Source: an optimization exercise on an open RTL-to-GDS flow (aim: small area). Production flows keep margins and buffers that such runs may drop. Where RTL was checked, it was by simulation tests only, not by an equivalence proof against the original. Only the layout flow was run in run 4; the RTL was not checked for function there. The clock port is modelled as an ideal driver; clocking choices that lean on that would not hold on a real chip. Power figures rest on the tool's default switching activity, not on a simulated workload.

==> flow/run.sh <==
#!/bin/bash
# Standard ORFS layout, except: clock tree without dummy loads (they only
# balance skew between tree branches), and port buffers of the smallest size.
set -euo pipefail
export CTS_ARGS="-sink_clustering_enable -repair_clock_nets -dont_use_dummy_load -buf_list sky130_fd_sc_hd__clkbuf_4"
export BUFFER_PORTS_ARGS="-buffer_cell sky130_fd_sc_hd__buf_1"
export POST_FLOORPLAN_TCL="$PWD/flow/downsize.tcl"
export POST_CTS_TCL="$PWD/flow/postcts.tcl"
bash standard.sh finish > standard.log 2>&1
==> flow/downsize.tcl <==
# After floorplan: every combinational cell that synthesis sized above drive
# strength 1 goes back to its _1 variant; the placement and routing repairs
# later upsize or buffer whatever then needs it for slew, load or timing.
set n 0
foreach inst [get_cells *] {
  set ref [get_property $inst ref_name]
  if { ![regexp {^(sky130_fd_sc_hd__[a-z0-9]+)_([0-9]+)$} $ref -> base drive] } { continue }
  if { $drive <= 1 } { continue }
  if { [regexp {__(df|dl|sdf|edf|sedf|clk|tap|fill|conb|dly|lpflow|probe)} $base] } { continue }
  if { [get_lib_cells -quiet */${base}_1] eq "" } { continue }
  replace_cell [get_full_name $inst] ${base}_1
  incr n
}
puts "downsize: $n cells set to drive strength 1"
==> flow/postcts.tcl <==
# After CTS: a clkbuf_4 leaf whose sinks see a slow clock edge is swapped for
# a clkbuf_8, then the placement is legalised again.
estimate_parasitics -placement
set n 0
foreach inst [get_cells clkbuf_*] {
  if { [get_property $inst ref_name] ne "sky130_fd_sc_hd__clkbuf_4" } { continue }
  set net [get_nets -of_objects [get_pins [get_full_name $inst]/X]]
  set worst 0
  foreach l [get_pins -of_objects $net -filter "direction==input"] {
    set s [get_property $l slew_max]
    if { $s > $worst } { set worst $s }
  }
  if { $worst > 0.115 } {
    replace_cell $inst sky130_fd_sc_hd__clkbuf_8
    incr n
  }
}
puts "post-cts: upsized $n clock buffers"
if { $n > 0 } {
  detailed_placement
  estimate_parasitics -placement
}
==> standard.sh <==
#!/bin/bash
# synth_recipe.tcl (not shown) runs the flow's synth.tcl, then flattens the netlist and writes it again
# the make line also repeats each setting of config.mk as NAME=value (left out here)
make -C /OpenROAD-flow-scripts/flow DESIGN_CONFIG=/design/flow/config.mk WORK_HOME=/design/flow/orfs CLKGATE_MAP_FILE= SYNTH_SCRIPT=/design/flow/synth_recipe.tcl "${@:-finish}"
==> config.mk <==
export PLATFORM = sky130hd
export DESIGN_NAME = sync_fifo
export DESIGN_NICKNAME = sync_fifo
export VERILOG_FILES = /design/flow/design.v
export SDC_FILE = /design/flow/constraint.sdc
export NUM_CORES = 4
export LEC_CHECK = 0
export CAP_MARGIN = 20
export CORE_MARGIN = 2
export CORE_UTILIZATION = 30
export SLEW_MARGIN = 20
export SYNTH_HIERARCHICAL = 1
==> constraint.sdc <==
create_clock -name core_clock -period 4.0 [get_ports {clk}]
set_input_delay 0.8000 -clock core_clock [delete_from_list [all_inputs] [get_ports {clk}]]
set_output_delay 0.8000 -clock core_clock [all_outputs]
set_load 0.01 [all_outputs]
==> design.v <==
module fifo_rdec (
    input rst, rd,
    input [3:0] a,
    output [15:0] sel,
    output hold
);
    wire g;
    wire [3:0] an, lo_n, hi_n;
    fifo_nor2b g_g (.a(rst), .b_n(rd), .y(g));
    fifo_nor2  g_h (.a(rd), .b(rst), .y(hold));
    genvar k;
    generate for (k = 0; k < 4; k = k + 1) begin : inv
        fifo_inv g_i (.a(a[k]), .y(an[k]));
    end endgenerate
    generate for (k = 0; k < 4; k = k + 1) begin : pre
        fifo_nand3 g_lo (.a(g), .b(k & 1 ? a[0] : an[0]), .c(k & 2 ? a[1] : an[1]), .y(lo_n[k]));
        fifo_nand2 g_hi (.a(k & 1 ? a[2] : an[2]), .b(k & 2 ? a[3] : an[3]), .y(hi_n[k]));
    end endgenerate
    generate for (k = 0; k < 16; k = k + 1) begin : fin
        fifo_nor2 g_s (.a(lo_n[k % 4]), .b(hi_n[k / 4]), .y(sel[k]));
    end endgenerate
endmodule
module fifo_nor2 (input a, b, output y);
    assign y = ~(a | b);
endmodule
module fifo_aoi222 (input a0, b0, a1, b1, a2, b2, output y);
    assign y = ~((a0 & b0) | (a1 & b1) | (a2 & b2));
endmodule
module fifo_ao5 (input [4:0] y, input a0, b0, a1, b1, output x);
    wire c1, c;
    fifo_and4  g_c1 (.a(y[0]), .b(y[1]), .c(y[2]), .d(y[3]), .y(c1));
    fifo_nand2 g_c  (.a(c1), .b(y[4]), .y(c));
    fifo_a221o g_x  (.a1(a0), .a2(b0), .b1(a1), .b2(b1), .c1(c), .x(x));
endmodule
module fifo_ctl (
    input rst, wr_en, rd_en,
    input [4:0] p,
    output full, empty, wr, rd,
    output [4:0] pn
);
    wire n4, up, dn, rst_n;
    wire a2, a3, a4, z2, z3, z4;
    wire [4:0] t, x;
    assign empty = p[4];
    fifo_nand4 g_n4 (.a(p[0]), .b(p[1]), .c(p[2]), .d(p[3]), .y(n4));
    fifo_nor2  g_fl (.a(n4), .b(p[4]), .y(full));
    fifo_nor2b g_wr (.a(full), .b_n(wr_en), .y(wr));
    fifo_nor2b g_rd (.a(p[4]), .b_n(rd_en), .y(rd));
    fifo_nor2b g_up (.a(rd), .b_n(wr), .y(up));
    fifo_nor2b g_dn (.a(wr), .b_n(rd), .y(dn));
    fifo_inv   g_rn (.a(rst), .y(rst_n));
    fifo_and2  g_a2 (.a(p[0]), .b(p[1]), .y(a2));
    fifo_and3  g_a3 (.a(p[0]), .b(p[1]), .c(p[2]), .y(a3));
    fifo_inv   g_a4 (.a(n4), .y(a4));
    fifo_nor2  g_z2 (.a(p[0]), .b(p[1]), .y(z2));
    fifo_nor3  g_z3 (.a(p[0]), .b(p[1]), .c(p[2]), .y(z3));
    fifo_nor4  g_z4 (.a(p[0]), .b(p[1]), .c(p[2]), .d(p[3]), .y(z4));
    fifo_or2   g_t0 (.a(up), .b(dn), .y(t[0]));
    fifo_mux2  g_t1 (.s(p[0]), .a1(up), .a0(dn), .y(t[1]));
    fifo_ao22  g_t2 (.a0(up), .b0(a2), .a1(dn), .b1(z2), .y(t[2]));
    fifo_ao22  g_t3 (.a0(up), .b0(a3), .a1(dn), .b1(z3), .y(t[3]));
    fifo_ao22  g_t4 (.a0(up), .b0(a4), .a1(dn), .b1(z4), .y(t[4]));
    genvar k;
    generate for (k = 0; k < 5; k = k + 1) begin : nx
        fifo_xnor2 g_x (.a(p[k]), .b(t[k]), .y(x[k]));
        fifo_nand2 g_n (.a(rst_n), .b(x[k]), .y(pn[k]));
    end endgenerate
endmodule
module fifo_inv   (input a, output y);             assign y = ~a;                endmodule
module fifo_nand2 (input a, b, output y);          assign y = ~(a & b);          endmodule
module fifo_nand4 (input a, b, c, d, output y);    assign y = ~(a & b & c & d);  endmodule
module fifo_nor2b (input a, b_n, output y);        assign y = ~(a | ~b_n);       endmodule
module fifo_nor3  (input a, b, c, output y);       assign y = ~(a | b | c);      endmodule
module fifo_nor4  (input a, b, c, d, output y);    assign y = ~(a | b | c | d);  endmodule
module fifo_and2  (input a, b, output y);          assign y = a & b;             endmodule
module fifo_and3  (input a, b, c, output y);       assign y = a & b & c;         endmodule
module fifo_or2   (input a, b, output y);          assign y = a | b;             endmodule
module fifo_xnor2 (input a, b, output y);          assign y = ~(a ^ b);          endmodule
module fifo_mux2  (input s, a1, a0, output y);     assign y = s ? a1 : a0;       endmodule
module fifo_ao22  (input a0, b0, a1, b1, output y); assign y = (a0 & b0) | (a1 & b1); endmodule
module fifo_nand3 (input a, b, c, output y);       assign y = ~(a & b & c);      endmodule
module fifo_and4  (input a, b, c, d, output y);    assign y = a & b & c & d;     endmodule
module fifo_a221o (input a1, a2, b1, b2, c1, output x); assign x = (a1 & a2) | (b1 & b2) | c1; endmodule
module sync_fifo #(parameter width=8, depth=16, addr_size=4)(
    input [width-1:0] data_in,
    input rst, clk, rd_en, wr_en,
    output fifo_full, fifo_empty,
    output [width-1:0] data_out
);
reg [4:0] p;
reg [7:0] ram [0:15];
reg [7:0] dout;
wire wr, rd;
wire [4:0] pn;
fifo_ctl u_ctl (.rst(rst), .wr_en(wr_en), .rd_en(rd_en), .p(p),
    .full(fifo_full), .empty(fifo_empty), .wr(wr), .rd(rd), .pn(pn));
assign data_out = dout;
always @(posedge clk)
    p <= pn;
integer i;
always @(posedge clk) begin
    if (wr) begin
        ram[0] <= data_in;
        for (i = 1; i < 16; i = i + 1)
            ram[i] <= ram[i-1];
    end
end
wire [15:0] sel;
wire hold;
fifo_rdec u_dec (.rst(rst), .rd(rd), .a(p[3:0]), .sel(sel), .hold(hold));
genvar b;
generate for (b = 0; b < 8; b = b + 1) begin : bitslice
    wire [4:0] y;
    fifo_aoi222 u0 (.a0(sel[0]),  .b0(ram[0][b]),  .a1(sel[1]),  .b1(ram[1][b]),  .a2(sel[2]),  .b2(ram[2][b]),  .y(y[0]));
    fifo_aoi222 u1 (.a0(sel[3]),  .b0(ram[3][b]),  .a1(sel[4]),  .b1(ram[4][b]),  .a2(sel[5]),  .b2(ram[5][b]),  .y(y[1]));
    fifo_aoi222 u2 (.a0(sel[6]),  .b0(ram[6][b]),  .a1(sel[7]),  .b1(ram[7][b]),  .a2(sel[8]),  .b2(ram[8][b]),  .y(y[2]));
    fifo_aoi222 u3 (.a0(sel[9]),  .b0(ram[9][b]),  .a1(sel[10]), .b1(ram[10][b]), .a2(sel[11]), .b2(ram[11][b]), .y(y[3]));
    fifo_aoi222 u4 (.a0(sel[12]), .b0(ram[12][b]), .a1(sel[13]), .b1(ram[13][b]), .a2(sel[14]), .b2(ram[14][b]), .y(y[4]));
    wire d;
    fifo_ao5 u5 (.y(y[4:0]), .a0(sel[15]), .b0(ram[15][b]), .a1(hold), .b1(dout[b]), .x(d));
    always @(posedge clk)
        dout[b] <= d;
end endgenerate
endmodule
==> flow_metrics.tcl, run 1 <==
set metrics [dict create \
    area_delta_synth_final_pct 9.16 \
    drv_slew 0 \
    nets 316 \
    grt_max_degree 129 \
    clock_latency_ns 0.40 \
    netlist_instances 264 \
    via_per_inst 5.06 \
    fmax_mhz 398 \
    fp.dieH_um 134 \
    synth_top_area_share_pct 76.2 \
    grt_overflow 0 \
    powerDensity_nw_per_um2 561 \
    rows 47 \
    drt-total-wl_um 8490 \
    synth_area_um2 5040 \
    grtUsageTotal_pct 10.1 \
    fin_ws_ns 1.49 \
    worstSetupPathType "primary input to flip-flop" \
    drv_cap 0 \
    grt_pass1_wl_um 13900 \
    layout_commonest_cell "edfxtp_1" \
    status "no timing/DRC/antenna violations" \
    path_clk_slew_ns 0.11 \
    cp.arrival_ns 2.85 \
    critPathCaptureType "flip-flop" \
    die_w_um 134 \
    hpwl_um 5540 \
    num_vias 2642 \
    dp_worst_setup_slack_ns 1.11 \
    start_util_pct 30.5 \
    cts_tree "built" \
    postSynthAreaPerCell_um2 19.1 \
    firstDrtPassIters 7 \
    leakagePower_nw 1.76 \
    ant_nets 0 \
    cts.sinks 141 \
    drive_above_1_share_pct 6.29 \
    slew_headroom_pct 53.3 \
    path_max_fanout 8 \
    required_ns 4.34 \
    drt-initial-drc-count 516 \
    num-fill-cells 1575 \
    io_buffers 21 \
    post-route-min-period_ns 2.51 \
    synthesis.nets 276 \
    place_area_um2 5360 \
    synth-seq-area-share_pct 81.4 \
    core-area_um2 16500 \
    netlist.top_cell.by_area "edfxtp_1" \
    period_share_pct 62.8 \
    p_total_w 0.00309 \
    synth_cell_types 20 \
    fin_setup_tns_ns 0 \
    design_area_um2 5500 \
    clock_skew_ns 0.0395 \
    placed_cells 505 \
    grt_pass1_vias 2584 \
    antenna_found_initial 0 \
    ys_seq_elements 141 \
    cp-start-kind "primary input" \
    ir_drop_mv 0.171 \
    rsz0062_at_grt "false" \
    finalSetupViolCount 0 \
    yosys-top-cells-area "edfxtp_1 (76%), a222oi_1 (7.9%), dfxtp_1 (5.2%)" \
    routabilityCongestion 0.744 \
    io_pins 22 \
    hold_class "flip-flop to flip-flop" \
    hold_viol 0 \
    instances_no_fill 522 \
    layout_common_cells "edfxtp_1 (128), a222oi_1 (40), buf_1 (21), nor2_1 (19), nand2_1 (17)" \
    drc_errors 0 \
    fp.dieArea_um2 17900 \
    tightestPinTransition_ns 0.697 \
    avgRoutedWirePerCell_um 16.3 \
    diodes 0 \
    ys_warn_count 9 \
]
## sequential cells by signal (all words and copies together) (netlist names)
name / flops
p: 5
dout: 8
ram: 128
## per-layer routing
| layer | track usage (%) | up-vias | part of all wire [%] |
|---|---|---|---|
| met2 | 13.9 | 99 | 43 |
| met4 | 2.84 | 0 | 0.53 |
| met3 | 4.26 | 2 | 6.2 |
| li1 | - | 1212 | - |
| met1 | 14.6 | 1329 | 50 |
| met5 | 0 | - | 0 |
## final timing paths
check | start | cells past startpoint | slack, ns | to
worst min-delay path | ram[11][1]$_DFFE_PP_ | 0 | 0.41 | ram[12][1]$_DFFE_PP_
worst max-delay path | rd_en | 9 | 1.49 | dout[6]$_DFF_P_
worst max register to register | p[4]$_DFF_P_ | 8 | 1.59 | dout[6]$_DFF_P_
worst min register to register | ram[11][1]$_DFFE_PP_ | 0 | 0.41 | ram[12][1]$_DFFE_PP_
## worst max-delay path: stages
cell and delay, ns:
buf_1 0.06, nor2b_1 0.23, nor2b_1 0.32, nand3_1 0.19, nor2_1 0.54, a222oi_1 0.26, and4_1 0.26, nand2_1 0.08
a221o_1 0.10
## where the power goes
part	internal (W)	leakage, nW	switching [W]
Combinational	0.000113	0.327	0.000208
Sequential	0.00198	1.35	0.000161
Clock	0.000220	0.0834	0.000409
Total	0.00231	1.76	0.000778
## per-module statistics from Yosys (local to each module, per instance), a selection
module | area, µm² | cells
fifo_and4 | 8.76 | 1
fifo_nand2 | 3.75 | 1
fifo_nand4 | 6.26 | 1
fifo_nor2 | 3.75 | 1
fifo_or2 | 6.26 | 1
fifo_nor4 | 12.5 | 1
fifo_mux2 | 15.0 | 1
sync_fifo | 4100 | 141
fifo_a221o | 10.0 | 1
fifo_nand3 | 5.00 | 1
fifo_nor3 | 10.0 | 1
fifo_nor2b | 13.8 | 1
fifo_inv | 3.75 | 1
fifo_aoi222 | 10.0 | 1
## through the flow
step	util (%)	hold WS (ns)
global route	33.3	0.429
floorplan	-	0.425
finish	33.3	0.411
global placement	32.5	0.429
detailed placement	32.5	0.435
## cell usage after synthesis, drive strengths merged
cell / n
nor2: 19
edfxtp: 128
mux2: 1
a22o: 3
and4: 8
dfxtp: 13
nor4: 1
inv: 6
and3: 1
and2: 1
a222oi: 40
nor2b: 5
nand3: 4
nor3: 1
nand4: 1
a221o: 8
nand2: 17
buf: 1
xnor2: 5
or2: 1
## final cells by class
class	count	area (µm²)	area share, %
inverter	6	22.5	0.409
clock buffer	17	140	2.55
tap	220	275	5.00
sequential	141	4100	74.6
timing repair buffer	22	98.8	1.80
multi-input combinational	116	862	15.7
## kinds of logic (layout without fill, tap and decap cells)
family                    after synthesis  count (layout)  synth area share [%]
buffers and inverters                   7              45                 0.596
and+or+nand+nor                        59              59                  6.78
DFF                                   141             141                  81.4
AOI/OAI and AO/OA                      51              51                  10.1
muxes                                   1               1                 0.298
xor gates and xnor gates                5               5                 0.869
==> inputs of run 2 (changes only) <==
--- a/config.mk
+++ b/config.mk
@@ -8,5 +8,5 @@
 export CAP_MARGIN = 20
 export CORE_MARGIN = 2
-export CORE_UTILIZATION = 30
+export CORE_UTILIZATION = 40
 export SLEW_MARGIN = 20
 export SYNTH_HIERARCHICAL = 1
==> run 2 against run 1 <==
Setup slack better by 0.0098 ns. Synthesized area is the same. Non-clock buffer count unchanged. Utilization up 10 points. Sequential power is essentially flat. Cell count decreased by 9.2%. Total power is essentially flat. Routed wire length decreased by 1.7%. Clock-buffer cell count stayed put. Die area is 24% lower. Clock power grew 0.6%. Combinational power fell by 2%.
==> flow_metrics.tcl, run 2 <==
set metrics [dict create \
    path_clk_slew_ns 0.09 \
    cpPeakStageDelay_ns 0.51 \
    cp.depth 9 \
    reg_top3 "ram: 128 flops, dout: 8 flops, p: 5 flops" \
    diodes 0 \
    yosys-top-cells-count "edfxtp_1 (128), a222oi_1 (40), nor2_1 (19), nand2_1 (17), dfxtp_1 (13)" \
    core-area_um2 12500 \
    cp.arrival_ns 2.83 \
    layout_commonest_cell "edfxtp_1" \
    synth_cell_types 20 \
    worstSetupPathType "primary input to flip-flop" \
    drive_above_1_share_pct 6.29 \
    fp.dieArea_um2 13500 \
    placed_cells 457 \
    path_delay_family "simple AND/OR/NAND/NOR gates" \
    synth_top_family_by_area "compound AO/OA/AOI/OAI gates" \
    instances_no_fill 474 \
    synth-seq-area-share_pct 81.4 \
    design_area_um2 5440 \
    cts_tree "built" \
    yosys-top-cells-area "edfxtp_1 (76%), a222oi_1 (7.9%), dfxtp_1 (5.2%)" \
    ir_drop_mv 0.192 \
    num_vias 2636 \
    fp.dieH_um 116 \
    grt_overflow 0 \
    required_ns 4.32 \
    final_util_pct 43.7 \
    critPathCaptureType "flip-flop" \
    area_delta_synth_final_pct 7.97 \
    netlist_instances 264 \
    hpwl_um 5300 \
    io_pins 22 \
    critPathCapture "dout[3]$_DFF_P_" \
    synth-simple-area-share_pct 6.78 \
    ys_async_sr_fraction_pct 0 \
    grt_pass1_vias 2442 \
    avgRoutedWirePerCell_um 17.6 \
    antenna_found_initial 0 \
    clock_latency_ns 0.40 \
    die_w_um 116 \
    rows 41 \
    drt-total-wl_um 8340 \
    slew_headroom_pct 52.1 \
    synth.most_common_cell "edfxtp_1" \
    start_util_pct 40.4 \
    ys_seq_elements 141 \
    firstDrtPassIters 6 \
    grt_max_degree 129 \
    post-route-min-period_ns 2.50 \
    tightestPinTransition_ns 0.716 \
    synth_top_area_share_pct 76.2 \
    hold_class "flip-flop to flip-flop" \
    fin_setup_tns_ns 0 \
    ys_warn_count 9 \
    hp-start "ram[4][4]$_DFFE_PP_" \
    io_buffers 21 \
    netlist.top_cell.by_area "edfxtp_1" \
    synthMuxAreaShare_pct 0.298 \
    cp_cell_sequence "buf_1 > nor2b_1 > nor2b_1 > nand3_1 > nor2_1 > a222oi_1 > and4_1 > nand2_1 > a221o_1" \
    synthAdderAreaFrac_pct 0 \
    synthesis.nets 276 \
    startpoint "rd_en" \
    hold_viol 0 \
    status "no timing/DRC/antenna violations" \
    rr_worst_depth 8 \
    ys.flop_type "edfxtp_1" \
    path_max_fanout 8 \
    r2r_start "p[4]$_DFF_P_" \
    grtUsageTotal_pct 13.1 \
    grt_pass1_wl_um 13100 \
    hold_depth 0 \
    timing.rr.end "dout[3]$_DFF_P_" \
    synth_area_um2 5040 \
    drc_errors 0 \
    path_buf_inv 1 \
    r2r_setup_slack_ns 1.60 \
    finalSetupViolCount 0 \
    largest_reg_flops 128 \
    period_share_pct 62.6 \
    layout_common_cells "edfxtp_1 (128), a222oi_1 (40), buf_1 (21), nor2_1 (19), nand2_1 (17)" \
    nets 316 \
    cp-start-kind "primary input" \
    fmax_mhz 400 \
    via_per_inst 5.56 \
    cpMostUsedCell "nor2b_1" \
    routabilityCongestion 0.761 \
    synth-edff-count 128 \
    leakagePower_nw 1.76 \
    hold_slack_ns 0.436 \
    drt-initial-drc-count 438 \
    place_area_um2 5300 \
    drv_slew 0 \
    clock_skew_ns 0.0262 \
    synthXorXnorAreaFrac_pct 0.869 \
    slowest_stage "nor2_1" \
    powerDensity_nw_per_um2 567 \
    cts.sinks 141 \
    synth-compound-area-share_pct 10.1 \
    drv_cap 0 \
    rsz0062_at_grt "false" \
    ant_nets 0 \
    postSynthAreaPerCell_um2 19.1 \
    top_register "ram" \
]
run 2: cell counts in the layout (fill, tap and decap cells not counted):
No cell type changed its count.
run 2: cells by family (layout without fill, tap and decap cells):
group / after synthesis / count (layout)
buffers and inverters: 7 / 45
AO/OA/AOI/OAI: 51 / 51
flip-flops: 141 / 141
XOR/XNOR: 5 / 5
multiplexers: 1 / 1
AND/OR/NAND/NOR: 59 / 59
run 2: how the worst min path moves through the flow:
stage	endpoint
2_1_floorplan	ram[10][0]$_DFFE_PP_
3_3_place_gp	ram[8][6]$_DFFE_PP_
3_5_place_dp	ram[11][0]$_DFFE_PP_
5_1_grt	ram[5][4]$_DFFE_PP_
6_report	ram[5][4]$_DFFE_PP_
run 2: area by class of cell:
| class | count | area, µm² |
|---|---|---|
| repair buffers | 22 | 98.8 |
| inverters | 6 | 22.5 |
| clock buffers | 17 | 140 |
| multi-input cells | 116 | 862 |
| flip-flops and latches | 141 | 4100 |
| well taps | 172 | 215 |
| fillers | 1110 | 7020 |
run 2: per-stage QoR:
| step | total power, W | setup WS (ns) |
|---|---|---|
| global placement | 0.00246 | 1.15 |
| floorplan | 0.00239 | 0.326 |
| global route | 0.00325 | 1.35 |
| detailed placement | 0.00249 | 1.10 |
| finish | 0.00309 | 1.50 |
run 2: per-module statistics from Yosys, one instance, submodules excluded, excerpt:
module	cell area, µm²	flip-flops and latches	times used
fifo_mux2	15.0	0	1
fifo_nand3	5.00	0	4
fifo_aoi222	10.0	0	40
fifo_nor2b	13.8	0	5
fifo_ctl	7.51	0	1
fifo_nor3	10.0	0	1
fifo_or2	6.26	0	1
fifo_a221o	10.0	0	8
fifo_nand4	6.26	0	1
fifo_nor4	12.5	0	1
fifo_and2	6.26	0	1
fifo_and4	8.76	0	8
fifo_xnor2	8.76	0	5
run 2: layer usage:
layer	vias to the layer above	routed length, µm	GRT usage [%]
li1	1217	-	-
met4	0	113	4.76
met5	-	0	0
met1	1303	4150	19.5
met3	12	515	4.93
met2	104	3560	17.6
run 2: power breakdown:
part,internal [W],switching [W]
clock,0.000219,0.000414
combinational,0.000113,0.000202
sequential,0.00198,0.000161
==> inputs of run 3 (changes only) <==
==> flow/postcts.tcl (replaced) <==
# After CTS: size each clkbuf_4 leaf of the clock tree to the smallest of
# clkbuf_2, clkbuf_4 and clkbuf_8 whose sinks still see a fast clock edge,
# then legalise the placement again.
proc leaf_worst_slew { inst } {
  set net [get_nets -of_objects [get_pins [get_full_name $inst]/X]]
  set worst 0
  foreach l [get_pins -of_objects $net -filter "direction==input"] {
    set s [get_property $l slew_max]
    if { $s > $worst } { set worst $s }
  }
  return $worst
}
estimate_parasitics -placement
set n 0
foreach inst [get_cells clkbuf_*] {
  if { [get_property $inst ref_name] ne "sky130_fd_sc_hd__clkbuf_4" } { continue }
  set name [get_full_name $inst]
  # only leaves: every load is a register clock pin
  set net [get_nets -of_objects [get_pins $name/X]]
  set leaf 1
  foreach l [get_pins -of_objects $net -filter "direction==input"] {
    if { [string match "sky130_fd_sc_hd__clkbuf*" [get_property [get_cells -of_objects $l] ref_name]] } { set leaf 0 }
  }
  if { !$leaf } { continue }
  set chosen sky130_fd_sc_hd__clkbuf_4
  foreach cell {sky130_fd_sc_hd__clkbuf_2 sky130_fd_sc_hd__clkbuf_4 sky130_fd_sc_hd__clkbuf_8} {
    replace_cell $name $cell
    set chosen $cell
    if { [leaf_worst_slew $inst] <= 0.110 } { break }
  }
  puts "post-cts: $name -> $chosen ([leaf_worst_slew $inst])"
  incr n
}
detailed_placement
estimate_parasitics -placement
==> run 3 against run 2 <==
Still clean. Hold slack lost 0.0020 ns. Global-route usage grew 0.067 points. Critical path depth shrank 6. Clock skew grew 0.0050 ns. Combinational power is essentially flat. Clock power is essentially flat. Total power is essentially flat. Utilization is the same. Routed wire length is essentially flat. Highest routed layer unchanged.
==> flow_metrics.tcl, run 3 <==
set metrics [dict create \
    diodes 0 \
    postSynthAreaPerCell_um2 19.1 \
    synth_area_um2 5040 \
    required_ns 3.20 \
    met3_usage_pct 5.24 \
    cts_tree "built" \
    path_clk_slew_ns 0.09 \
    post-route-min-period_ns 2.45 \
    drt-total-wl_um 8340 \
    hp-start "ram[2][1]$_DFFE_PP_" \
    largest_reg_flops 128 \
    instances_no_fill 474 \
    cp-start-kind "flip-flop" \
    drc_errors 0 \
    ys_warn_count 9 \
    via_per_inst 5.49 \
    synth-simple-area-share_pct 6.78 \
    clock_latency_ns 0.51 \
    cp_cell_sequence "nand4_1 > nor2_1 > buf_1" \
    top_register "ram" \
    yosys-top-cells-count "edfxtp_1 (128), a222oi_1 (40), nor2_1 (19), nand2_1 (17), dfxtp_1 (13)" \
    num-fill-cells 1113 \
    synth-edff-count 128 \
    routabilityCongestion 0.761 \
    slowest_stage "dfxtp_1" \
    firstDrtPassIters 5 \
    hold_depth 0 \
    core-area_um2 12500 \
    yosys-top-cells-area "edfxtp_1 (76%), a222oi_1 (7.9%), dfxtp_1 (5.2%)" \
    rows 41 \
    io_buffers 21 \
    synthMuxAreaShare_pct 0.298 \
    ir_drop_mv 0.231 \
    synth.most_common_cell "edfxtp_1" \
    synth_cell_types 20 \
    finalSetupViolCount 0 \
    cpPeakStageDelay_ns 0.54 \
    grt_overflow 0 \
    num_vias 2601 \
    ant_nets 0 \
    drive_above_1_share_pct 6.29 \
    hold_path_end "ram[3][1]$_DFFE_PP_" \
    netlist.top_cell.by_area "edfxtp_1" \
    top_usage_layer "met1" \
    hpwl_um 5300 \
    grt_pass1_vias 2447 \
    io_pins 22 \
    powerDensity_nw_per_um2 567 \
    layout_commonest_cell "edfxtp_1" \
    fin_setup_tns_ns 0 \
    fp.dieArea_um2 13500 \
    hold_viol 0 \
    synth_top_family_by_area "compound AO/OA/AOI/OAI gates" \
    fp.dieH_um 116 \
    hold_class "flip-flop to flip-flop" \
    leakagePower_nw 1.76 \
    fin_ws_ns 1.55 \
    cts.sinks 141 \
    cp.arrival_ns 1.65 \
    synthesis.nets 276 \
    die_w_um 116 \
    synth-seq-area-share_pct 81.4 \
    synth_top_area_share_pct 76.2 \
    critPathCaptureType "output pin" \
    ys.flop_type "edfxtp_1" \
    clock_skew_ns 0.0311 \
    area_delta_synth_final_pct 7.97 \
    dp_worst_setup_slack_ns 1.10 \
    drv_cap 0 \
    synthAdderAreaFrac_pct 0 \
    slew_headroom_pct 53.1 \
    synthXorXnorAreaFrac_pct 0.869 \
    r2r_start "p[4]$_DFF_P_" \
    period_share_pct 61.3 \
    r2r_setup_slack_ns 1.60 \
    rr_worst_depth 8 \
    grt_max_degree 129 \
    placed_cells 457 \
    nets 316 \
    hold_slack_ns 0.434 \
    path_max_fanout 11 \
    netlist_instances 264 \
    synth-compound-area-share_pct 10.1 \
    timing.rr.end "dout[3]$_DFF_P_" \
    drv_slew 0 \
    reg_top3 "ram: 128 flops, dout: 8 flops, p: 5 flops" \
    ys_seq_elements 141 \
    grtUsageTotal_pct 13.2 \
    fmax_mhz 408 \
    avgRoutedWirePerCell_um 17.6 \
    worstSetupPathType "flip-flop to output pin" \
    tightestPinTransition_ns 0.700 \
    ys_async_sr_fraction_pct 0 \
    status "no timing/DRC/antenna violations" \
    drt-initial-drc-count 495 \
    rsz0062_at_grt "false" \
    layout_common_cells "edfxtp_1 (128), a222oi_1 (40), buf_1 (21), nor2_1 (19), nand2_1 (17)" \
    grt_pass1_wl_um 13200 \
    start_util_pct 40.4 \
    met1_usage_pct 19.5 \
    grt_use_met2_pct 17.6 \
    antenna_found_initial 0 \
]
[run 3: cell counts in the layout (fill, tap and decap cells not counted)]
Identical to the previous run, type by type.
[run 3: worst max path at each step]
stage,cells past startpoint,start,end
final,3,p[0]$_DFF_P_,fifo_full
after global routing,3,p[0]$_DFF_P_,fifo_full
after floorplan,5,wr_en,p[4]$_DFF_P_
after global placement,9,rd_en,dout[4]$_DFF_P_
after detailed placement,9,rd_en,dout[1]$_DFF_P_
[run 3: Yosys stat by module (local to each module, per instance), excerpt]
module / cell area (µm²) / cells
sync_fifo: 4100 / 141
fifo_nor2b: 13.8 / 1
fifo_nor4: 12.5 / 1
fifo_nor3: 10.0 / 1
fifo_a221o: 10.0 / 1
fifo_xnor2: 8.76 / 1
fifo_ao22: 8.76 / 1
fifo_and3: 6.26 / 1
fifo_or2: 6.26 / 1
fifo_nand3: 5.00 / 1
fifo_inv: 3.75 / 1
fifo_nor2: 3.75 / 1
fifo_nand2: 3.75 / 1
[run 3: routing by layer]
metal / wire length (µm) / share of wire [%] / vias to the layer above
met2: 3610 / 43 / 85
met1: 4190 / 50 / 1296
met4: 83 / 1.0 / 0
met5: 0 / 0 / -
li1: - / - / 1214
met3: 458 / 5.5 / 6
[run 3: cells by family after synthesis]
kind of cell	Yosys count
flops	141
mux	1
xor+xnor	5
compound gates	51
simple gates	59
buf+inv	7
[run 3: critical path: cells and delay by family (launching register included)]
kind                   cells  cell delay [ns]
buffers and inverters      1             0.18
flip-flops                 1             0.54
AND/OR/NAND/NOR            2             0.42
[run 3: power by group]
group	internal [W]	switching (W)	total [W]
registers	0.00198	0.000160	0.00214
clock network	0.000215	0.000418	0.000633
logic	0.000113	0.000201	0.000314
total	0.00231	0.000779	0.00309
[run 3: layout make-up]
class	count	area, µm²	area share, %
Sequential cell	141	4100	75.4
Timing Repair Buffer	22	98.8	1.82
Tap cell	172	215	3.95
Clock buffer	17	140	2.57
Multi-Input combinational cell	116	862	15.8
Inverter	6	22.5	0.414
[run 3: stage by stage]
step	util (%)	instance area, µm²	total power, W
global route	43.7	5440	0.00324
global placement	42.5	5300	0.00246
floorplan	-	5040	0.00239
finish	43.7	5440	0.00309
detailed placement	42.5	5300	0.00249
==> inputs of run 4 (changes only) <==
--- a/design.v
+++ b/design.v
@@ -37,4 +37,5 @@
     input [4:0] p,
     output full, empty, wr, rd,
+    output [3:0] wrq,
     output [4:0] pn
 );
@@ -46,4 +47,8 @@
     fifo_nor2  g_fl (.a(n4), .b(p[4]), .y(full));
     fifo_nor2b g_wr (.a(full), .b_n(wr_en), .y(wr));
+    genvar q;
+    generate for (q = 0; q < 4; q = q + 1) begin : wq
+        fifo_nor2b g_wq (.a(full), .b_n(wr_en), .y(wrq[q]));
+    end endgenerate
     fifo_nor2b g_rd (.a(p[4]), .b_n(rd_en), .y(rd));
     fifo_nor2b g_up (.a(rd), .b_n(wr), .y(up));
@@ -92,7 +97,8 @@
 reg [7:0] dout;
 wire wr, rd;
+wire [3:0] wrq;    
 wire [4:0] pn;
 fifo_ctl u_ctl (.rst(rst), .wr_en(wr_en), .rd_en(rd_en), .p(p),
-    .full(fifo_full), .empty(fifo_empty), .wr(wr), .rd(rd), .pn(pn));
+    .full(fifo_full), .empty(fifo_empty), .wr(wr), .wrq(wrq), .rd(rd), .pn(pn));
 assign data_out = dout;
 always @(posedge clk)
@@ -100,9 +106,9 @@
 integer i;
 always @(posedge clk) begin
-    if (wr) begin
+    if (wrq[0])
         ram[0] <= data_in;
-        for (i = 1; i < 16; i = i + 1)
+    for (i = 1; i < 16; i = i + 1)
+        if (wrq[i/4])
             ram[i] <= ram[i-1];
-    end
 end
 wire [15:0] sel;
==> run 4 against run 3 <==
Die area is 1.1% higher. Via count increased by 1.4%. Utilization grew 0.12 points. Routed wire length grew 0.86%. Clock-buffer cell count unchanged. Critical path type unchanged. Largest cell class unchanged.
==> flow_metrics.tcl, run 4 <==
set metrics [dict create \
    synth.most_common_cell "edfxtp_1" \
    drive_above_1_share_pct 8.09 \
    netlist.top_cell.by_area "edfxtp_1" \
    synth_top_family_by_area "compound AO/OA/AOI/OAI gates" \
    cp.arrival_ns 1.87 \
    rows 41 \
    yosys-top-cells-count "edfxtp_1 (128), a222oi_1 (40), nor2_1 (19), nand2_1 (17), dfxtp_1 (13)" \
    synthMuxAreaShare_pct 0.295 \
    reg_top3 "ram: 128 flops, dout: 8 flops, p: 5 flops" \
    slew_headroom_pct 50.6 \
    path_max_fanout 11 \
    timing.rr.end "dout[3]$_DFF_P_" \
    period_share_pct 66.9 \
    path_clk_slew_ns 0.11 \
    die_w_um 117 \
    avgRoutedWirePerCell_um 17.5 \
    path_buf_inv 1 \
    drc_errors 0 \
    synthAdderAreaFrac_pct 0 \
    cp.depth 3 \
    r2r_start "p[4]$_DFF_P_" \
    synth-edff-count 128 \
    grt_max_degree 33 \
    cpPeakStageDelay_ns 0.55 \
    ys_seq_elements 141 \
    required_ns 3.20 \
    status "no timing/DRC/antenna violations" \
    drv_slew 0 \
    powerDensity_nw_per_um2 564 \
    critPathCapture "fifo_full" \
    ir_drop_mv 0.251 \
    grt_pass1_wl_um 13200 \
    p_sw_w 0.000779 \
    fmax_mhz 374 \
    fp.dieH_um 117 \
    worstSetupPathType "flip-flop to output pin" \
    synth-seq-area-share_pct 80.5 \
    fp.dieArea_um2 13700 \
    largest_reg_flops 128 \
    nets 323 \
    firstDrtPassIters 6 \
    hpwl_um 5660 \
    layout_commonest_cell "edfxtp_1" \
    synth-compound-area-share_pct 9.94 \
    synth_top_area_share_pct 75.4 \
    synth_area_um2 5100 \
    core-area_um2 12500 \
    ys_warn_count 9 \
    cts.sinks 141 \
    io_buffers 21 \
    clkPwrFrac_pct 20.2 \
    drv_cap 0 \
    ys_async_sr_fraction_pct 0 \
    synthXorXnorAreaFrac_pct 0.859 \
    hold_viol 0 \
    cts_tree "built" \
    cp_cell_sequence "nand4_1 > nor2_1 > buf_1" \
    synthesis.nets 280 \
    drt-total-wl_um 8410 \
    yosys-top-cells-area "edfxtp_1 (75%), a222oi_1 (7.9%), dfxtp_1 (5.1%)" \
    grt_pass1_vias 2442 \
    clock_skew_ns 0.0321 \
    routabilityCongestion 0.776 \
    path_delay_family "simple AND/OR/NAND/NOR gates" \
    synth_cell_types 20 \
    tightestPinTransition_ns 0.739 \
    ys.flop_type "edfxtp_1" \
    num_vias 2638 \
    cp-start-kind "flip-flop" \
    critPathCaptureType "output pin" \
    slowest_stage "dfxtp_1" \
    start_util_pct 40.7 \
    r2r_setup_slack_ns 1.47 \
    hold_slack_ns 0.429 \
    grtUsageTotal_pct 13.2 \
    startpoint "p[0]$_DFF_P_" \
    postSynthAreaPerCell_um2 19.0 \
    rr_worst_depth 8 \
    grt_overflow 0 \
    clock_latency_ns 0.49 \
    antenna_found_initial 0 \
    leakagePower_nw 1.78 \
    final_util_pct 43.8 \
    netlist_instances 268 \
    finalSetupViolCount 0 \
    hp-start "ram[4][3]$_DFFE_PP_" \
    via_per_inst 5.48 \
    fin_setup_tns_ns 0 \
    p_int_w 0.00231 \
    layout_common_cells "edfxtp_1 (128), a222oi_1 (40), buf_1 (21), nor2_1 (19), nand2_1 (17)" \
    drt-initial-drc-count 404 \
    rsz0062_at_grt "false" \
    p_sw_share_pct 25.2 \
    p_comb_share_pct 10.5 \
    hold_class "flip-flop to flip-flop" \
    io_pins 22 \
    ant_nets 0 \
    seq_power_share_pct 69.3 \
    diodes 0 \
    top_register "ram" \
    post-route-min-period_ns 2.67 \
    p_total_w 0.00309 \
    area_delta_synth_final_pct 7.54 \
    synth-simple-area-share_pct 7.78 \
]
-- run 4: changes by cell type in the layout (fill, tap and decap cells not counted), sizes merged --
cell / previous run / this run
buf: 22 / 25
nor2b: 5 / 9
-- run 4: how the worst min path moves through the flow --
stage / slack, ns / end / depth (start not counted)
after detailed placement: 0.43 / ram[10][1]$_DFFE_PP_ / 0
after global routing: 0.42 / ram[0][0]$_DFFE_PP_ / 1
after global placement: 0.43 / ram[13][2]$_DFFE_PP_ / 0
after floorplan: 0.43 / ram[10][0]$_DFFE_PP_ / 0
final: 0.43 / ram[5][3]$_DFFE_PP_ / 0
-- run 4: worst register-to-register path, delay by kind of cell, from the launching register on --
kind | cells | cell delay [ns]
AO/OA/AOI/OAI | 2 | 0.36
AND/OR/NAND/NOR | 6 | 1.75
flip-flops | 1 | 0.36
-- run 4: modules after synthesis, one instance, submodules excluded, a selection --
module,times used,cells,cell area (µm²),flops+latches
fifo_and4,8,1,8.76,0
fifo_nor2b,9,1,13.8,0
fifo_nor4,1,1,12.5,0
fifo_and2,1,1,6.26,0
fifo_nand2,17,1,3.75,0
fifo_inv,6,1,3.75,0
-- run 4: kinds of logic after synthesis --
kind of cell,Yosys count
multiplexers,1
AND/OR/NAND/NOR,63
AO/OA/AOI/OAI,51
XOR/XNOR,5
flip-flops,141
buffers and inverters,7
-- run 4: final cells by class --
| type | instances | area (µm²) |
|---|---|---|
| inverters | 6 | 22.5 |
| multi-input cells | 120 | 890 |
| well taps | 172 | 215 |
| clock buffers | 17 | 140 |
| flip-flops and latches | 141 | 4100 |
| fillers | 1113 | 7040 |
| repair buffers | 25 | 109 |
-- run 4: routing by layer --
metal / track usage (%) / vias to the layer above / wire length (µm)
met1: 19.8 / 1308 / 4210
met5: 0 / - / 0
met2: 18.1 / 92 / 3640
met4: 4.24 / 0 / 93
li1: - / 1231 / -
met3: 4.38 / 7 / 467
-- run 4: stage by stage --
step,setup slack [ns],instances,instance area [µm²]
final,1.33,481,5480
after global routing,1.13,481,5480
after detailed placement,1.07,464,5340
after global placement,1.15,464,5340
after floorplan,1.77,268,5100
-- run 4: power by group through the flow --
stage	registers (W)	clock network [W]	logic, W
finish	0.00214	0.000624	0.000325
detailed placement	0.00217	0	0.000330
floorplan	0.00213	0	0.000265
global route	0.00218	0.000696	0.000365
global placement	0.00215	0	0.000320
==> inputs of run 5 (changes only) <==
--- a/design.v
+++ b/design.v
@@ -27,9 +27,11 @@
     assign y = ~((a0 & b0) | (a1 & b1) | (a2 & b2));
 endmodule
-module fifo_ao5 (input [4:0] y, input a0, b0, a1, b1, output x);
-    wire c1, c;
-    fifo_and4  g_c1 (.a(y[0]), .b(y[1]), .c(y[2]), .d(y[3]), .y(c1));
-    fifo_nand2 g_c  (.a(c1), .b(y[4]), .y(c));
-    fifo_a221o g_x  (.a1(a0), .a2(b0), .b1(a1), .b2(b1), .c1(c), .x(x));
+module fifo_nand6 (input [5:0] y, output x);
+    wire c;
+    fifo_and4  g_c (.a(y[0]), .b(y[1]), .c(y[2]), .d(y[3]), .y(c));
+    fifo_nand3 g_x (.a(c), .b(y[4]), .c(y[5]), .y(x));
+endmodule
+module fifo_aoi22 (input a0, b0, a1, b1, output y);
+    assign y = ~((a0 & b0) | (a1 & b1));
 endmodule
 module fifo_ctl (
@@ -37,5 +39,4 @@
     input [4:0] p,
     output full, empty, wr, rd,
-    output [3:0] wrq,
     output [4:0] pn
 );
@@ -47,8 +48,4 @@
     fifo_nor2  g_fl (.a(n4), .b(p[4]), .y(full));
     fifo_nor2b g_wr (.a(full), .b_n(wr_en), .y(wr));
-    genvar q;
-    generate for (q = 0; q < 4; q = q + 1) begin : wq
-        fifo_nor2b g_wq (.a(full), .b_n(wr_en), .y(wrq[q]));
-    end endgenerate
     fifo_nor2b g_rd (.a(p[4]), .b_n(rd_en), .y(rd));
     fifo_nor2b g_up (.a(rd), .b_n(wr), .y(up));
@@ -86,5 +83,4 @@
 module fifo_nand3 (input a, b, c, output y);       assign y = ~(a & b & c);      endmodule
 module fifo_and4  (input a, b, c, d, output y);    assign y = a & b & c & d;     endmodule
-module fifo_a221o (input a1, a2, b1, b2, c1, output x); assign x = (a1 & a2) | (b1 & b2) | c1; endmodule
 module sync_fifo #(parameter width=8, depth=16, addr_size=4)(
     input [width-1:0] data_in,
@@ -97,8 +93,7 @@
 reg [7:0] dout;
 wire wr, rd;
-wire [3:0] wrq;    
 wire [4:0] pn;
 fifo_ctl u_ctl (.rst(rst), .wr_en(wr_en), .rd_en(rd_en), .p(p),
-    .full(fifo_full), .empty(fifo_empty), .wr(wr), .wrq(wrq), .rd(rd), .pn(pn));
+    .full(fifo_full), .empty(fifo_empty), .wr(wr), .rd(rd), .pn(pn));
 assign data_out = dout;
 always @(posedge clk)
@@ -106,9 +101,9 @@
 integer i;
 always @(posedge clk) begin
-    if (wrq[0])
+    if (wr) begin
         ram[0] <= data_in;
-    for (i = 1; i < 16; i = i + 1)
-        if (wrq[i/4])
+        for (i = 1; i < 16; i = i + 1)
             ram[i] <= ram[i-1];
+    end
 end
 wire [15:0] sel;
@@ -117,5 +112,5 @@
 genvar b;
 generate for (b = 0; b < 8; b = b + 1) begin : bitslice
-    wire [4:0] y;
+    wire [5:0] y;
     fifo_aoi222 u0 (.a0(sel[0]),  .b0(ram[0][b]),  .a1(sel[1]),  .b1(ram[1][b]),  .a2(sel[2]),  .b2(ram[2][b]),  .y(y[0]));
     fifo_aoi222 u1 (.a0(sel[3]),  .b0(ram[3][b]),  .a1(sel[4]),  .b1(ram[4][b]),  .a2(sel[5]),  .b2(ram[5][b]),  .y(y[1]));
@@ -123,6 +118,7 @@
     fifo_aoi222 u3 (.a0(sel[9]),  .b0(ram[9][b]),  .a1(sel[10]), .b1(ram[10][b]), .a2(sel[11]), .b2(ram[11][b]), .y(y[3]));
     fifo_aoi222 u4 (.a0(sel[12]), .b0(ram[12][b]), .a1(sel[13]), .b1(ram[13][b]), .a2(sel[14]), .b2(ram[14][b]), .y(y[4]));
+    fifo_aoi22  u5 (.a0(sel[15]), .b0(ram[15][b]), .a1(hold), .b1(dout[b]), .y(y[5]));
     wire d;
-    fifo_ao5 u5 (.y(y[4:0]), .a0(sel[15]), .b0(ram[15][b]), .a1(hold), .b1(dout[b]), .x(d));
+    fifo_nand6  u6 (.y(y), .x(d));
     always @(posedge clk)
         dout[b] <= d;
==> flow/postcts.tcl (replaced) <==
# After CTS: a clkbuf_4 leaf whose sinks see a slow clock edge is swapped for
# a clkbuf_8, then the placement is legalised again.
estimate_parasitics -placement
set n 0
foreach inst [get_cells clkbuf_*] {
  if { [get_property $inst ref_name] ne "sky130_fd_sc_hd__clkbuf_4" } { continue }
  set net [get_nets -of_objects [get_pins [get_full_name $inst]/X]]
  set worst 0
  foreach l [get_pins -of_objects $net -filter "direction==input"] {
    set s [get_property $l slew_max]
    if { $s > $worst } { set worst $s }
  }
  if { $worst > 0.115 } {
    replace_cell $inst sky130_fd_sc_hd__clkbuf_8
    incr n
  }
}
puts "post-cts: upsized $n clock buffers"
if { $n > 0 } {
  detailed_placement
  estimate_parasitics -placement
}
--- a/config.mk
+++ b/config.mk
@@ -6,7 +6,7 @@
 export NUM_CORES = 4
 export LEC_CHECK = 0
-export CAP_MARGIN = 20
+export CAP_MARGIN = 0
 export CORE_MARGIN = 2
 export CORE_UTILIZATION = 40
-export SLEW_MARGIN = 20
+export SLEW_MARGIN = 0
 export SYNTH_HIERARCHICAL = 1
==> run 5 against run 4 <==
Critical endpoint is now dout[7]$_DFF_P_. Critical path type is now primary input to flip-flop. Combinational power fell by 3%. Sequential power barely moved. Routed wire length fell by 0.26%. First-iteration DRC count rose by 5.4%. Still clean. Setup slack improved by 0.19 ns.
==> flow_metrics.tcl, run 5 <==
set metrics [dict create \
    status "no timing/DRC/antenna violations" \
    area_delta_synth_final_pct 7.25 \
    r2r_setup_slack_ns 1.66 \
    hold_class "flip-flop to flip-flop" \
    nets 316 \
    drc_errors 0 \
    powerDensity_nw_per_um2 568 \
    slew_headroom_pct 50.4 \
    placed_cells 457 \
    finalSetupViolCount 0 \
    rr_worst_depth 7 \
    hold_slack_ns 0.424 \
    yosys-top-cells-count "edfxtp_1 (128), a222oi_1 (40), nor2_1 (19), dfxtp_1 (13), nand3_1 (12)" \
    clock_latency_ns 0.41 \
    clock_skew_ns 0.0341 \
    ys.flop_type "edfxtp_1" \
    required_ns 4.32 \
    avgRoutedWirePerCell_um 17.7 \
    synthAdderAreaFrac_pct 0 \
    postSynthAreaPerCell_um2 19.2 \
    grt_overflow 0 \
    hold_viol 0 \
    fmax_mhz 403 \
    r2r_start "p[4]$_DFF_P_" \
    path_clk_slew_ns 0.11 \
    drv_cap 0 \
    tightestPinTransition_ns 0.742 \
    ir_drop_mv 0.186 \
    synthMuxAreaShare_pct 0.296 \
    antenna_found_initial 0 \
    leakagePower_nw 1.73 \
    fp.dieArea_um2 13600 \
    drt-total-wl_um 8390 \
    grt_pass1_wl_um 13200 \
    yosys-top-cells-area "edfxtp_1 (76%), a222oi_1 (7.9%), dfxtp_1 (5.1%)" \
    ant_nets 0 \
    cp-start-kind "primary input" \
    startpoint "rd_en" \
    synth-compound-area-share_pct 10.4 \
    instances_no_fill 474 \
    num_vias 2636 \
    synth-simple-area-share_pct 6.93 \
    synth_area_um2 5070 \
    critPathCapture "dout[7]$_DFF_P_" \
    place_area_um2 5290 \
    synthesis.nets 276 \
    ys_async_sr_fraction_pct 0 \
    fp.dieH_um 117 \
    fin_setup_tns_ns 0 \
    path_max_fanout 8 \
    layout_common_cells "edfxtp_1 (128), a222oi_1 (40), buf_1 (21), nor2_1 (19), clkbuf_4 (14)" \
    design_area_um2 5440 \
    drv_slew 0 \
    start_util_pct 40.5 \
    hpwl_um 5450 \
    period_share_pct 62.1 \
    grt_pass1_vias 2480 \
    top_register "ram" \
    synthXorXnorAreaFrac_pct 0.864 \
    io_buffers 21 \
    diodes 0 \
    ys_warn_count 9 \
    cts_tree "built" \
    core-area_um2 12500 \
    synth_top_area_share_pct 75.8 \
    grt_max_degree 129 \
    worstSetupPathType "primary input to flip-flop" \
    die_w_um 117 \
    synth-edff-count 128 \
    rsz0062_at_grt "false" \
    routabilityCongestion 0.796 \
    layout_commonest_cell "edfxtp_1" \
    critPathCaptureType "flip-flop" \
    netlist.top_cell.by_area "edfxtp_1" \
    rows 41 \
    synth_cell_types 20 \
    largest_reg_flops 128 \
    via_per_inst 5.56 \
    ys_seq_elements 141 \
    cts.sinks 141 \
    io_pins 22 \
    drt-initial-drc-count 426 \
    cp.arrival_ns 2.80 \
    post-route-min-period_ns 2.48 \
    netlist_instances 264 \
    synth_top_family_by_area "compound AO/OA/AOI/OAI gates" \
    reg_top3 "ram: 128 flops, dout: 8 flops, p: 5 flops" \
    synth-seq-area-share_pct 80.9 \
    timing.rr.end "dout[7]$_DFF_P_" \
    grtUsageTotal_pct 13.2 \
    firstDrtPassIters 6 \
    drive_above_1_share_pct 6.29 \
    synth.most_common_cell "edfxtp_1" \
    p_total_w 0.00309 \
]
run 5: cell count changes after synthesis, sizes merged:
cell / change
a221o: -8
a22oi: +8
nand2: -8
nand3: +8
nor2b: -4
run 5: kinds of logic after synthesis:
| logic type | count (synthesis) |
|---|---|
| flip-flops | 141 |
| AND/OR/NAND/NOR | 59 |
| AO/OA/AOI/OAI | 51 |
| buffers and inverters | 7 |
| XOR/XNOR | 5 |
| multiplexers | 1 |
run 5: per-module statistics from Yosys (local to each module, per instance), a selection:
module      area (µm²)  cells  copies in the design  flops+latches
fifo_ctl          7.51      1                     1              0
fifo_inv          3.75      1                     6              0
fifo_ao22         8.76      1                     3              0
sync_fifo         4100    141                     1            141
fifo_nor4         12.5      1                     1              0
fifo_nand3        5.00      1                    12              0
run 5: worst max-delay path, cell delays in order:
cell	delay [ns]
buf_1	0.06
nor2b_1	0.28
nor2b_1	0.31
nand3_1	0.21
nor2_1	0.56
a222oi_1	0.24
and4_1	0.25
nand3_1	0.08
run 5: power by group:
part           switching, W  internal [W]
clock network      0.000404      0.000230
logic              0.000206      0.000110
registers          0.000163       0.00198
run 5: how the worst min path moves through the flow:
stage / startpoint / end / slack, ns / depth (start not counted)
finish: ram[11][5]$_DFFE_PP_ / ram[12][5]$_DFFE_PP_ / 0.42 / 0
global route: ram[2][4]$_DFFE_PP_ / ram[3][4]$_DFFE_PP_ / 0.44 / 0
detailed placement: ram[9][4]$_DFFE_PP_ / ram[10][4]$_DFFE_PP_ / 0.43 / 0
global placement: ram[5][5]$_DFFE_PP_ / ram[6][5]$_DFFE_PP_ / 0.43 / 0
floorplan: ram[9][0]$_DFFE_PP_ / ram[10][0]$_DFFE_PP_ / 0.43 / 0
run 5: layout make-up:
cell class	count	area [µm²]
Clock buffer	17	146
Fill cell	1115	7080
Inverter	6	22.5
Multi-Input combinational cell	116	852
Sequential cell	141	4100
Tap cell	172	215
Timing Repair Buffer	22	98.8
run 5: through the flow:
stage               utilization [%]  setup WS, ns
global placement               42.3          1.23
finish                         43.5          1.52
floorplan                         -         0.326
detailed placement             42.3          1.19
global route                   43.5          1.47
run 5: metal layers:
| layer | track usage [%] | part of all wire [%] | wire length [µm] |
|---|---|---|---|
| met5 | 0 | 0 | 0 |
| met4 | 4.47 | 0.75 | 63 |
| met3 | 5.29 | 6.8 | 568 |
| met2 | 18.4 | 46 | 3840 |
| met1 | 18.9 | 47 | 3920 |
==> inputs of run 6 (changes only) <==
--- a/config.mk
+++ b/config.mk
@@ -6,7 +6,8 @@
 export NUM_CORES = 4
 export LEC_CHECK = 0
-export CAP_MARGIN = 0
+export CAP_MARGIN = 20
 export CORE_MARGIN = 2
 export CORE_UTILIZATION = 40
-export SLEW_MARGIN = 0
+export GPL_TIMING_DRIVEN = 0
+export SLEW_MARGIN = 20
 export SYNTH_HIERARCHICAL = 1
==> run 6 against run 5 <==
Setup slack worse by 0.086 ns. Synthesized cell count is the same. Flip-flop and latch count unchanged. Via count fell by 0.27%. Sequential power hardly changed. Critical path depth unchanged. First-iteration DRC count down 13%. Clock skew increased by 0.00095 ns. Critical path type is now flip-flop to flip-flop. Critical endpoint is now ram[6][5]$_DFFE_PP_.
==> flow_metrics.tcl, run 6 <==
set metrics [dict create \
    status "no timing/DRC/antenna violations" \
    synth_cell_types 20 \
    grt_pass1_vias 2602 \
    nets 321 \
    synthesis.nets 276 \
    clock_skew_ns 0.0350 \
    die_w_um 117 \
    fin_ws_ns 1.43 \
    clock_latency_ns 0.39 \
    ys_seq_elements 141 \
    post-route-min-period_ns 2.57 \
    powerDensity_nw_per_um2 567 \
    reg_top3 "ram: 128 flops, dout: 8 flops, p: 5 flops" \
    period_share_pct 64.3 \
    fmax_mhz 389 \
    dp_worst_setup_slack_ns 1.18 \
    r2r_setup_slack_ns 1.43 \
    via_per_inst 5.49 \
    required_ns 4.07 \
    grt_pass1_wl_um 13900 \
    firstDrtPassIters 8 \
    area_delta_synth_final_pct 9.35 \
    finalSetupViolCount 0 \
    drt-initial-drc-count 372 \
    rr_worst_depth 8 \
    hold_depth 0 \
    hp-start "ram[8][7]$_DFFE_PP_" \
    synth_area_um2 5070 \
    ys_async_sr_fraction_pct 0 \
    grt_overflow 0 \
    timing.rr.end "ram[6][5]$_DFFE_PP_" \
    yosys-top-cells-area "edfxtp_1 (76%), a222oi_1 (7.9%), dfxtp_1 (5.1%)" \
    avgRoutedWirePerCell_um 17.8 \
    start_util_pct 40.5 \
    hold_class "flip-flop to flip-flop" \
    critPathCaptureType "flip-flop" \
    routabilityCongestion 0.747 \
    design_area_um2 5550 \
    rsz0062_at_grt "false" \
    place_area_um2 5400 \
    ant_nets 0 \
    cp.arrival_ns 2.64 \
    cp-start-kind "flip-flop" \
    cts_tree "built" \
    cts.sinks 141 \
    rows 41 \
    io_buffers 21 \
    io_pins 22 \
    hold_path_end "ram[9][7]$_DFFE_PP_" \
    core-area_um2 12500 \
    ir_drop_mv 0.161 \
    layout_common_cells "edfxtp_1 (128), a222oi_1 (40), buf_1 (22), nor2_1 (19), clkbuf_4 (14)" \
    layout_commonest_cell "edfxtp_1" \
    ys_warn_count 9 \
    grtUsageTotal_pct 13.7 \
    postSynthAreaPerCell_um2 19.2 \
    drv_cap 0 \
    num_vias 2629 \
    yosys-top-cells-count "edfxtp_1 (128), a222oi_1 (40), nor2_1 (19), dfxtp_1 (13), nand3_1 (12)" \
    fp.dieArea_um2 13600 \
    slew_headroom_pct 58.8 \
    fp.dieH_um 117 \
    drt-total-wl_um 8540 \
    leakagePower_nw 1.78 \
    drive_above_1_share_pct 7.49 \
    drc_errors 0 \
    largest_reg_flops 128 \
    worstSetupPathType "flip-flop to flip-flop" \
    diodes 0 \
    hold_viol 0 \
    synth-seq-area-share_pct 80.9 \
    startpoint "p[0]$_DFF_P_" \
    synth-edff-count 128 \
    netlist_instances 264 \
    r2r_start "p[0]$_DFF_P_" \
    tightestPinTransition_ns 0.616 \
    top_register "ram" \
    hpwl_um 5830 \
    ys.flop_type "edfxtp_1" \
    netlist.top_cell.by_area "edfxtp_1" \
    synth_top_area_share_pct 75.8 \
    antenna_found_initial 0 \
    path_clk_slew_ns 0.10 \
    synth.most_common_cell "edfxtp_1" \
    path_max_fanout 30 \
    grt_max_degree 31 \
    drv_slew 0 \
]
==> run 6: cell counts after synthesis <==
No cell type changed its count.
==> run 6: kinds of logic (layout without fill, tap and decap cells) <==
kind of cell	count (synthesis)	after routing	share of synthesized area, %
xor gates and xnor gates	5	5	0.864
AOI/OAI and AO/OA	51	51	10.4
DFF	141	141	80.9
muxes	1	1	0.296
buffers and inverters	7	50	0.592
and+or+nand+nor	59	59	6.93
==> run 6: worst max-delay path by stage <==
stage                                     end  slack, ns  depth (start not counted)
final                     ram[6][5]$_DFFE_PP_       1.43                          8
after global routing      ram[6][5]$_DFFE_PP_       1.23                          8
after detailed placement      dout[2]$_DFF_P_       1.18                          8
after global placement           p[1]$_DFF_P_      -6.28                          6
after floorplan                  p[4]$_DFF_P_       0.33                          5
==> run 6: report_power, final <==
| part | total (W) | switching (W) | internal, W |
|---|---|---|---|
| logic | 0.000369 | 0.000221 | 0.000149 |
| registers | 0.00214 | 0.000162 | 0.00197 |
| clock network | 0.000640 | 0.000410 | 0.000230 |
==> run 6: metrics by stage <==
stage                     hold WS [ns]  utilization [%]  power [W]  TNS [ns]  std cells
after floorplan                  0.425                -    0.00240         0        264
after global placement           0.431             42.1    0.00250   -685.69        457
after detailed placement         0.435             43.1    0.00255         0        462
after global routing             0.436             44.3    0.00333         0        479
final                            0.421             44.3    0.00315         0        479
==> run 6: critical path: stages (launching register included) <==
cell	delay (ns)
dfxtp_1	0.43
nand4_1	0.17
nor2_1	0.09
nor2b_4	0.50
buf_16	0.24
buf_12	0.20
buf_16	0.18
buf_16	0.18
buf_12	0.21
==> run 6: layout make-up <==
cell class	instances	area [µm²]
multi-input combinational	116	852
sequential	141	4100
timing repair buffer	26	201
inverter	6	22.5
fill	1116	6970
clock buffer	17	146
buffer	1	3.75
tap	172	215
==> run 6: routing by layer <==
layer / GRT usage [%] / vias up / wire, µm / part of all wire [%]
li1: - / 1224 / - / -
met1: 20.0 / 1321 / 4100 / 48
met3: 4.26 / 2 / 474 / 5.6
met5: 0 / - / 0 / 0
met2: 19.8 / 82 / 3930 / 46
met4: 4.24 / 0 / 32 / 0.37
==> run 6: Yosys stat by module (local to each module, per instance), excerpt <==
module | cells inside | flip-flops and latches
fifo_or2 | 1 | 0
fifo_nor4 | 1 | 0
fifo_ao22 | 1 | 0
fifo_and4 | 1 | 0
fifo_nand3 | 1 | 0
fifo_inv | 1 | 0
fifo_nor3 | 1 | 0
fifo_and3 | 1 | 0
sync_fifo | 141 | 141
fifo_nor2 | 1 | 0
fifo_nand2 | 1 | 0
fifo_aoi22 | 1 | 0
==> inputs of run 7 (changes only) <==
--- a/config.mk
+++ b/config.mk
@@ -9,5 +9,4 @@
 export CORE_MARGIN = 2
 export CORE_UTILIZATION = 40
-export GPL_TIMING_DRIVEN = 0
 export SLEW_MARGIN = 20
 export SYNTH_HIERARCHICAL = 1
==> run 7 against run 6 <==
Hold slack gained 0.0029 ns. Utilization down 0.85 points. Fmax grew 3.5%. Synthesized cell count unchanged. Critical path depth is the same. First-iteration DRC count is 15% higher. Largest cell class unchanged. Largest power group unchanged.
==> flow_metrics.tcl, run 7 <==
set metrics [dict create \
    num_vias 2636 \
    drc_errors 0 \
    area_delta_synth_final_pct 7.25 \
    synth_top_area_share_pct 75.8 \
    hold_class "flip-flop to flip-flop" \
    hold_path_end "ram[12][5]$_DFFE_PP_" \
    hold_depth 0 \
    fin_setup_tns_ns 0 \
    register_area_um2 4100 \
    layout_common_cells "edfxtp_1 (128), a222oi_1 (40), buf_1 (21), nor2_1 (19), clkbuf_4 (14)" \
    multiInputGateArea_um2 852 \
    drive_above_1_share_pct 6.29 \
    clock_skew_ns 0.0341 \
    cp.arrival_ns 2.80 \
    rr_worst_depth 7 \
    leakagePower_nw 1.73 \
    drv_slew 0 \
    slowest_stage "nor2_1" \
    wl_met1_um 3920 \
    hold_viol 0 \
    largest_reg_flops 128 \
    diodes 0 \
    cts_tree "built" \
    required_ns 4.32 \
    cp_cell_sequence "buf_1 > nor2b_1 > nor2b_1 > nand3_1 > nor2_1 > a222oi_1 > and4_1 > nand3_1" \
    yosys-top-cells-count "edfxtp_1 (128), a222oi_1 (40), nor2_1 (19), dfxtp_1 (13), nand3_1 (12)" \
    routabilityCongestion 0.796 \
    num-fill-cells 1115 \
    synth-seq-area-share_pct 80.9 \
    ys_async_sr_fraction_pct 0 \
    cts.sinks 141 \
    io_buffers 21 \
    reg_top3 "ram: 128 flops, dout: 8 flops, p: 5 flops" \
    slew_headroom_pct 50.4 \
    worstSetupPathType "primary input to flip-flop" \
    drt-total-wl_um 8390 \
    top_register "ram" \
    die_w_um 117 \
    drv_cap 0 \
    tightestPinTransition_ns 0.742 \
    route.met3.wl_um 568 \
    postSynthAreaPerCell_um2 19.2 \
    io_pins 22 \
    grt_overflow 0 \
    layout_commonest_cell "edfxtp_1" \
    yosys-top-cells-area "edfxtp_1 (76%), a222oi_1 (7.9%), dfxtp_1 (5.1%)" \
    core-area_um2 12500 \
    grt_pass1_vias 2480 \
    ys_seq_elements 141 \
    netlist.top_cell.by_area "edfxtp_1" \
    firstDrtPassIters 6 \
    path_clk_slew_ns 0.11 \
    powerDensity_nw_per_um2 568 \
    ant_nets 0 \
    netlist_instances 264 \
    r2r_setup_slack_ns 1.66 \
    path_max_fanout 8 \
    p_total_w 0.00309 \
    synth.most_common_cell "edfxtp_1" \
    antenna_found_initial 0 \
    via_per_inst 5.56 \
    fp.dieH_um 117 \
    fmax_mhz 403 \
    drt-initial-drc-count 426 \
    hold_slack_ns 0.424 \
    fp.dieArea_um2 13600 \
    cpPeakStageDelay_ns 0.56 \
    design_area_um2 5440 \
    start_util_pct 40.5 \
    grt_max_degree 129 \
    rows 41 \
    place_area_um2 5290 \
    synth_area_um2 5070 \
    post-route-min-period_ns 2.48 \
    synth-edff-count 128 \
    synthesis.nets 276 \
    cp-start-kind "primary input" \
    route.met2.wl_um 3840 \
    hpwl_um 5450 \
    highest_layer "met4" \
    grtUsageTotal_pct 13.2 \
    avgRoutedWirePerCell_um 17.7 \
    clock_latency_ns 0.41 \
    period_share_pct 62.1 \
    ir_drop_mv 0.186 \
    timing.rr.end "dout[7]$_DFF_P_" \
    hp-start "ram[11][5]$_DFFE_PP_" \
    synth_cell_types 20 \
    r2r_start "p[4]$_DFF_P_" \
    finalSetupViolCount 0 \
    ys_warn_count 9 \
    critPathCaptureType "flip-flop" \
    grt_pass1_wl_um 13200 \
    nets 316 \
    rsz0062_at_grt "false" \
    ys.flop_type "edfxtp_1" \
    status "no timing/DRC/antenna violations" \
]
-- run 7: cell types whose count changed in the layout (fill, tap and decap cells not counted) --
cell,previous run,this run
buf_12,2,1
buf_16,3,0
buf_1,22,21
-- run 7: kinds of logic after synthesis --
group | after synthesis | synth area share, %
flops | 141 | 80.9
simple gates | 59 | 6.93
compound gates | 51 | 10.4
buf+inv | 7 | 0.592
xor+xnor | 5 | 0.864
mux | 1 | 0.296
-- run 7: worst max-delay path by stage --
stage	start	cells after the start	endpoint	slack [ns]
after floorplan	wr_en	5	p[4]$_DFF_P_	0.33
final	rd_en	8	dout[7]$_DFF_P_	1.52
after global routing	p[0]$_DFF_P_	3	fifo_full	1.47
after detailed placement	rd_en	8	dout[5]$_DFF_P_	1.19
after global placement	rd_en	8	dout[7]$_DFF_P_	1.23
-- run 7: critical path: cells and delay by family --
kind | cells | cell delay (ns)
and+or+nand+nor | 6 | 1.69
AOI/OAI and AO/OA | 1 | 0.24
buffers and inverters | 1 | 0.06
-- run 7: per-module statistics from Yosys, one instance, submodules excluded, a selection --
module,area [µm²],copies in the design,flip-flops and latches,cells
fifo_and3,6.26,1,0,1
fifo_and4,8.76,8,0,1
fifo_ao22,8.76,3,0,1
fifo_aoi22,12.5,8,0,1
fifo_aoi222,10.0,40,0,1
fifo_ctl,7.51,1,0,1
fifo_inv,3.75,6,0,1
fifo_mux2,15.0,1,0,1
fifo_nand2,3.75,9,0,1
fifo_nand4,6.26,1,0,1
fifo_nor2b,13.8,5,0,1
fifo_nor3,10.0,1,0,1
fifo_nor4,12.5,1,0,1
fifo_or2,6.26,1,0,1
fifo_xnor2,8.76,5,0,1
sync_fifo,4100,1,141,141
-- run 7: power breakdown --
| group | leakage [nW] | switching (W) | total [W] | internal (W) |
|---|---|---|---|---|
| Combinational | 0.295 | 0.000206 | 0.000316 | 0.000110 |
| Sequential | 1.35 | 0.000163 | 0.00214 | 0.00198 |
| Clock | 0.0860 | 0.000404 | 0.000634 | 0.000230 |
| Total | 1.73 | 0.000773 | 0.00309 | 0.00232 |
-- run 7: area by class of cell --
| class | count | area share, % |
|---|---|---|
| Clock buffer | 17 | 2.69 |
| Inverter | 6 | 0.414 |
| Multi-Input combinational cell | 116 | 15.7 |
| Sequential cell | 141 | 75.5 |
| Tap cell | 172 | 3.96 |
| Timing Repair Buffer | 22 | 1.82 |
-- run 7: stage by stage --
| step | setup slack (ns) | util (%) | instances |
|---|---|---|---|
| after floorplan | 0.326 | - | 264 |
| after global placement | 1.23 | 42.3 | 457 |
| after detailed placement | 1.19 | 42.3 | 457 |
| after global routing | 1.47 | 43.5 | 474 |
| final | 1.52 | 43.5 | 474 |
-- run 7: layer usage --
metal  track usage, %  vias to the layer above
met1             18.9                     1319
met5                0                        -
met4             4.47                        0
met3             5.29                        7
met2             18.4                       91
li1                 -                     1219

## static timing again, ports no longer ideal
No port has a modelled driver above. Below, the same layouts with a new extraction and two added sets of constraints. Step 1 sets driving cells, clkbuf_16 on the clock port and buf_2 on the other inputs (assumed; they add their load-dependent delay and slew). Step 2, shift: input delay + t, output delay - t, t = (earliest + latest rising clock arrival at the registers) / 2. This alone moves slack from input paths to output paths. Slacks: ideal / step 1 / step 2; pairs: ideal / step 1.
run | t, ns | setup WS [ns] | pins driven straight from the clock port
run 1 | 0.412 | 1.488 / 1.494 / 1.082 | 1
run 2 | 0.420 | 1.498 / 1.507 / 1.087 | 1
run 3 | 0.530 | 1.548 / 1.514 / 1.082 | 1
run 4 | 0.509 | 1.325 / 1.294 / 0.955 | 1
run 5 | 0.424 | 1.516 / 1.527 / 1.103 | 1
run 6 | 0.407 | 1.430 / 1.430 / 1.157 | 1
run 7 | 0.424 | 1.516 / 1.527 / 1.103 | 1
After both steps every run listed still meets setup and hold. For run 3, which loses most, drivers alone change the setup slack by -0.034 ns; drivers and shift together by -0.466 ns.
